This design comes from an exercise in tuning for small area on the open sky130 flow, not from production work.
RTL that was checked went through simulation tests only; none was proved equivalent to the original.

==> inputs of run D <==
// top_level
module top_level (
    input clk, reset,
    input logic signed [10:0] sig_modulated_fixed_real,
    input logic signed [10:0] sig_modulated_fixed_imag,
    input logic signed [10:0] demod_Lo_real,
    input logic signed [10:0] demod_Lo_imag,
    output logic signed [61:0] sig_demod_30_real,
    output logic signed [61:0] sig_demod_30_imag
);
logic [4:0] cnt;
wire last = (cnt == 5'd29);
wire is27 = (cnt == 5'd27);
wire fold = (cnt == 5'd28);
wire sel4 = (cnt >= 5'd2) && (cnt <= 5'd23);
wire sel2 = ~sel4 & ~is27;
wire xon = ~is27;
wire odd = (cnt <= 5'd1) || ((cnt >= 5'd6) && (cnt <= 5'd19)) || (cnt == 5'd24) || (cnt == 5'd25) || (cnt == 5'd26) || last;
wire wrap22 = (sig_modulated_fixed_real == 11'h400) && (sig_modulated_fixed_imag == 11'h400)
           && (demod_Lo_real == 11'h400) && (demod_Lo_imag == 11'h400);
wire [10:0] n_sig_modulated_fixed_real = ~sig_modulated_fixed_real;
wire [10:0] n_sig_modulated_fixed_imag = ~sig_modulated_fixed_imag;
wire [10:0] n_demod_Lo_real = ~demod_Lo_real;
wire [10:0] n_demod_Lo_imag = ~demod_Lo_imag;
wire [22:0] p_re, p_im;
  ...
==> flow/config.mk <==
export PLATFORM = sky130hd
export DESIGN_NAME = top_level
export DESIGN_NICKNAME = top_level
export VERILOG_FILES = /design/flow/design.v
export SDC_FILE = /design/flow/constraint.sdc
export NUM_CORES = 4
export LEC_CHECK = 0
export CAP_MARGIN = 20
export CORE_MARGIN = 2
export CORE_UTILIZATION = 50
export CTS_BUF_LIST = sky130_fd_sc_hd__clkbuf_8
export GPL_TIMING_DRIVEN = 0
export SETUP_SLACK_MARGIN = 0.1
export SLEW_MARGIN = 20
export SYNTH_HIERARCHICAL = 1
export SYNTH_MINIMUM_KEEP_SIZE = 0
==> flow/constraint.sdc <==
create_clock -name core_clock -period 10.0 [get_ports {clk}]
set_input_delay 2.0000 -clock core_clock [delete_from_list [all_inputs] [get_ports {clk}]]
set_output_delay 2.0000 -clock core_clock [all_outputs]
set_load 0.01 [all_outputs]
standard.sh (not shown) runs the stock make flow with config.mk's settings and CLKGATE_MAP_FILE= SYNTH_SCRIPT=/design/flow/synth_recipe.tcl, a recipe that flattens the netlist after the stock synthesis.
==> flow/flow/run.sh <==
#!/bin/bash
# The standard layout with smaller port buffers: buffer_ports otherwise picks
# clkdlybuf4s50_1 for every port. Outputs get buf_1 (from a hook run before
# global placement), inputs buf_4.
set -euo pipefail
export PRE_GLOBAL_PLACE_TCL="$(pwd)/flow/hook_out.tcl"
export BUFFER_PORTS_ARGS="-inputs -buffer_cell sky130_fd_sc_hd__buf_4"
bash standard.sh > standard.log 2>&1
==> flow/flow/hook_out.tcl <==
# buffer the outputs with the smallest buffer; global_place.tcl then buffers the inputs
buffer_ports -outputs -buffer_cell sky130_fd_sc_hd__buf_1
==> inputs of run G, as changes to run D <==
--- a/flow/design.v
+++ b/flow/design.v
@@ -20,17 +20,18 @@
 wire [10:0] n_sig_modulated_fixed_real = ~sig_modulated_fixed_real;
 wire [10:0] n_sig_modulated_fixed_imag = ~sig_modulated_fixed_imag;
 wire [10:0] n_demod_Lo_real = ~demod_Lo_real;
 wire [10:0] n_demod_Lo_imag = ~demod_Lo_imag;
 wire [22:0] p_re, p_im;
 logic [28:0] acc_re, acc_im, out_re, out_im;
 logic [22:0] nxt_re, nxt_im;
-wire [28:0] base_re = last ? {{5{nxt_re[22]}}, nxt_re, 1'b0} : acc_re;
-wire [28:0] base_im = last ? {{5{nxt_im[22]}}, nxt_im, 1'b0} : acc_im;
-wire [28:0] acc_next_re, acc_next_im;
+logic fresh;
+wire [28:0] base_re = last ? {{5{nxt_re[22]}}, nxt_re, 1'b0} : fresh ? 29'd0 : acc_re;
+wire [28:0] base_im = last ? {{5{nxt_im[22]}}, nxt_im, 1'b0} : fresh ? 29'd0 : acc_im;
+wire [28:0] acc_next_re, acc_next_im, acc_nextn_re, acc_nextn_im;
 wire pp1;
 wire pp2;
 wire pp3;
 wire pp4;
 wire pp5;
 wire pp6;
 wire pp7;
@@ -3957,24 +3958,23 @@
 xr u_acc_next_im_23 (.a(Ip2083), .b(IG2211), .y(acc_next_im[23]));
 xr u_acc_next_im_24 (.a(Ip2085), .b(IG2213), .y(acc_next_im[24]));
 xr u_acc_next_im_25 (.a(Ip2087), .b(IG2215), .y(acc_next_im[25]));
 xr u_acc_next_im_26 (.a(Ip2089), .b(IG2217), .y(acc_next_im[26]));
 xr u_acc_next_im_27 (.a(Ip2091), .b(IG2219), .y(acc_next_im[27]));
 xr u_acc_next_im_28 (.a(Ip2093), .b(IG2221), .y(acc_next_im[28]));
 always_ff @(posedge clk) begin
+    fresh <= reset;
+    acc_re <= acc_next_re;
+    acc_im <= acc_next_im;
     if (reset) begin
         cnt <= 5'd0;
-        acc_re <= '0;
-        acc_im <= '0;
         out_re <= '0;
         out_im <= '0;
     end else begin
         cnt <= last ? 5'd0 : cnt + 5'd1;
-        acc_re <= acc_next_re;
-        acc_im <= acc_next_im;
         if (last) begin
             out_re <= acc_re;
             out_im <= acc_im;
         end
     end
 end
 always_ff @(posedge clk) begin
==> flow/flow/run.sh (replaced) <==
#!/bin/bash
# The standard layout with smaller port buffers: buffer_ports otherwise picks
# clkdlybuf4s50_1 for every port. Outputs get buf_1 (from a hook run before
# global placement), inputs buf_2.
set -euo pipefail
export PRE_GLOBAL_PLACE_TCL="$(pwd)/flow/hook_out.tcl"
export BUFFER_PORTS_ARGS="-inputs -buffer_cell sky130_fd_sc_hd__buf_2"
bash standard.sh > standard.log 2>&1
--- a/flow/config.mk
+++ b/flow/config.mk
@@ -5,12 +5,12 @@
 export SDC_FILE = /design/flow/constraint.sdc
 export NUM_CORES = 4
 export LEC_CHECK = 0
 export CAP_MARGIN = 20
 export CORE_MARGIN = 2
 export CORE_UTILIZATION = 50
 export CTS_BUF_LIST = sky130_fd_sc_hd__clkbuf_8
-export GPL_TIMING_DRIVEN = 0
+export GPL_TIMING_DRIVEN = 1
 export SETUP_SLACK_MARGIN = 0.1
 export SLEW_MARGIN = 20
 export SYNTH_HIERARCHICAL = 1
 export SYNTH_MINIMUM_KEEP_SIZE = 0
==> inputs of run F, as changes to run D <==
==> flow/flow/run.sh (replaced) <==
#!/bin/bash
# The standard layout with smaller port buffers: buffer_ports otherwise picks
# clkdlybuf4s50_1 for every port. Outputs get buf_1 (from a hook run before
# global placement), inputs buf_2.
set -euo pipefail
export PRE_GLOBAL_PLACE_TCL="$(pwd)/flow/hook_out.tcl"
export BUFFER_PORTS_ARGS="-inputs -buffer_cell sky130_fd_sc_hd__buf_2"
bash standard.sh > standard.log 2>&1
==> inputs of run E, as changes to run D <==
==> flow/flow/run.sh (replaced) <==
#!/bin/bash
# The standard layout, with smaller port buffers: buffer_ports otherwise picks
# clkdlybuf4s50_1 for every port.
set -euo pipefail
export BUFFER_PORTS_ARGS="-buffer_cell sky130_fd_sc_hd__buf_2"
bash standard.sh > standard.log 2>&1
removed: flow/flow/hook_out.tcl
==> summary of the runs <==
Via count, lowest first: run G, run F, run D, run E.
Between run E and run G, the lower fmax is in run E (gap 2.5%, measured against run G).
In run G the utilization is lower than in run E, by 2.3 points.
Count of clock-buffer cells in the layout: run E is lower than run F (2).
Between run D and run G, the lower synthesized area is in run G (gap 1.1%, measured against run G).
The highest worst setup slack belongs to run G, the lowest to run E.
Critical path depth is the same in run D and run G.
==> figures <==
Run status: run G no timing/DRC/antenna violations; run D no timing/DRC/antenna violations; run F no timing/DRC/antenna violations; run E no timing/DRC/antenna violations
Inverter count of the layout excluding clock inverters: run G 127; run D 135; run F 133; run E 134
Routed wire per std cell: run G 21.4 um; run D 21.5 um; run F 21.4 um; run E 21.8 um
Fraction of standard cell area in multi-input logic: run G 75.5%; run D 72.7%; run F 72.8%; run E 72.7%
R2r startpoint: run G cnt[2]$_SDFF_PP0_; run D cnt[3]$_SDFF_PP0_; run F cnt[2]$_SDFF_PP0_; run E cnt[3]$_SDFF_PP0_
Floorplan row count: run G 78; run D 79; run F 79; run E 79
Final Critical Period: run G 9.46 ns; run D 9.63 ns; run F 9.62 ns; run E 9.70 ns
Clk_buf instances: run G 20; run D 18; run F 20; run E 18
R2r worst-path depth: run G 30; run D 35; run F 35; run E 33
Largest driver fanout on the critical path: run G 17; run D 14; run F 22; run E 13
Final Cycle Share: run G 94.6%; run D 96.3%; run F 96.2%; run E 97.0%
Number of antenna violations at the first check in global routing: run G 1; run D 0; run F 0; run E 0
Total standard cell area after synthesis: run G 0.0232 mm^2; run D 0.0234 mm^2; run F 0.0234 mm^2; run E 0.0234 mm^2
Max Clk Rate: run G 106 MHz; run D 104 MHz; run F 104 MHz; run E 103 MHz
RR Endpoint: run G acc_re[27]$_DFF_P_; run D acc_re[28]$_SDFF_PP0_; run F acc_re[28]$_SDFF_PP0_; run E acc_im[28]$_SDFF_PP0_
Slew HR: run G 35.6%; run D 51.4%; run F 28.5%; run E 49.4%
Only the layout flow was run in run D, run F and run E; the RTL was not checked for function there.

========
==> inputs of pepper <==
top_level, a different RTL version from the one above (not shown whole).
clock: 10.0 ns
lec_check: 0
cap_margin: 20
core_margin: 2
core_utilization: 50
cts_buf_list: sky130_fd_sc_hd__clkbuf_8
gpl_timing_driven: 0
setup_slack_margin: 0.1
slew_margin: 20
synth_hierarchical: 1
synth_minimum_keep_size: 0
==> flow/flow/run.sh <==
#!/bin/bash
# The standard layout with smaller port buffers: buffer_ports otherwise picks
# clkdlybuf4s50_1 for every port. Outputs get buf_1 (from a hook run before
# global placement), inputs buf_4.
set -euo pipefail
export PRE_GLOBAL_PLACE_TCL="$(pwd)/flow/hook_out.tcl"
export BUFFER_PORTS_ARGS="-inputs -buffer_cell sky130_fd_sc_hd__buf_4"
bash standard.sh > standard.log 2>&1
==> flow/flow/hook_out.tcl <==
# buffer the outputs with the smallest buffer; global_place.tcl then buffers the inputs
buffer_ports -outputs -buffer_cell sky130_fd_sc_hd__buf_1
==> fjord: changes against pepper <==
Settings changed: GPL_TIMING_DRIVEN 0 to 1.
==> run summary <==
item	pepper	fjord
Post-route worst hold slack	455.0 ps	452.9 ps
Run status	complete, no violations	complete, no violations
Multi-input logic portion of the cell area	0.7292	0.7375
Slew at the pin closest to its max-slew limit	1008 ps	973.9 ps
Number of filler instances in the final layout	4,229	4,316
Number of placed instances with taps included	3,302	3,211
Max_slew headroom	0.3269	0.3507
Number of non-clock inverters	130	126
Global Route met3 Usage	0.06501	0.05411
Insertion delay of the later-clocked pin in the worst-skew pair	500 ps	510 ps
Time the final worst path needs with I/O delays and setup	9631 ps	9502 ps
Endpoint of the worst-slack reg-to-reg timing path	acc_re[28]	acc_im[28]
Delay of the slowest cell on the worst path	510 ps	530 ps
Pre-CTS setup slack	-576.3 ps	-35.56 ps
Area grow syn2layout	11.19%	9.299%
Worst endpoint data arrival time	10,000 ps	9860 ps
Startpoint of the tightest hold check path	out_im[5]	acc_re[28]
Required time worst endpoint	10,370 ps	10,360 ps

[static timing again, ports no longer ideal]
The flow's constraints put no driver on any port. The routed layouts listed below were extracted and timed again, unchanged, in two steps. Step 1, drivers: a clkbuf_16 drives clk and a buf_2 each remaining input, both assumed. Step 2 also shifts input and output timing later by t, the mid clock arrival at the registers, as if the neighbouring blocks saw the same clock. Three values: ideal, step 1, step 2; two values: the first two.
run | t (ns) | slack for setup (ns) | worst hold slack (ns) | worst setup path at the end
run D | 0.550 | 0.369 / 0.379 / -0.171 | 0.456 / 0.456 / 0.456 | input to register
run G | 0.526 | 0.539 / 0.556 / 0.030 | 0.463 / 0.463 / 0.463 | input to register
run F | 0.546 | 0.383 / 0.407 / -0.139 | 0.458 / 0.458 / 0.458 | input to register
run E | 0.526 | 0.300 / 0.319 / -0.207 | 0.457 / 0.457 / 0.457 | input to register
pepper | 0.538 | 0.369 / 0.391 / -0.147 | 0.455 / 0.455 / 0.455 | input to register
fjord | 0.548 | 0.498 / 0.512 / -0.036 | 0.453 / 0.453 / 0.453 | input to register
With both steps, setup timing fails in 5 of these runs, where it was met with ideal ports. The setup slack of run D, which loses most, moves by +0.010 ns with the drivers and by -0.540 ns with both steps.
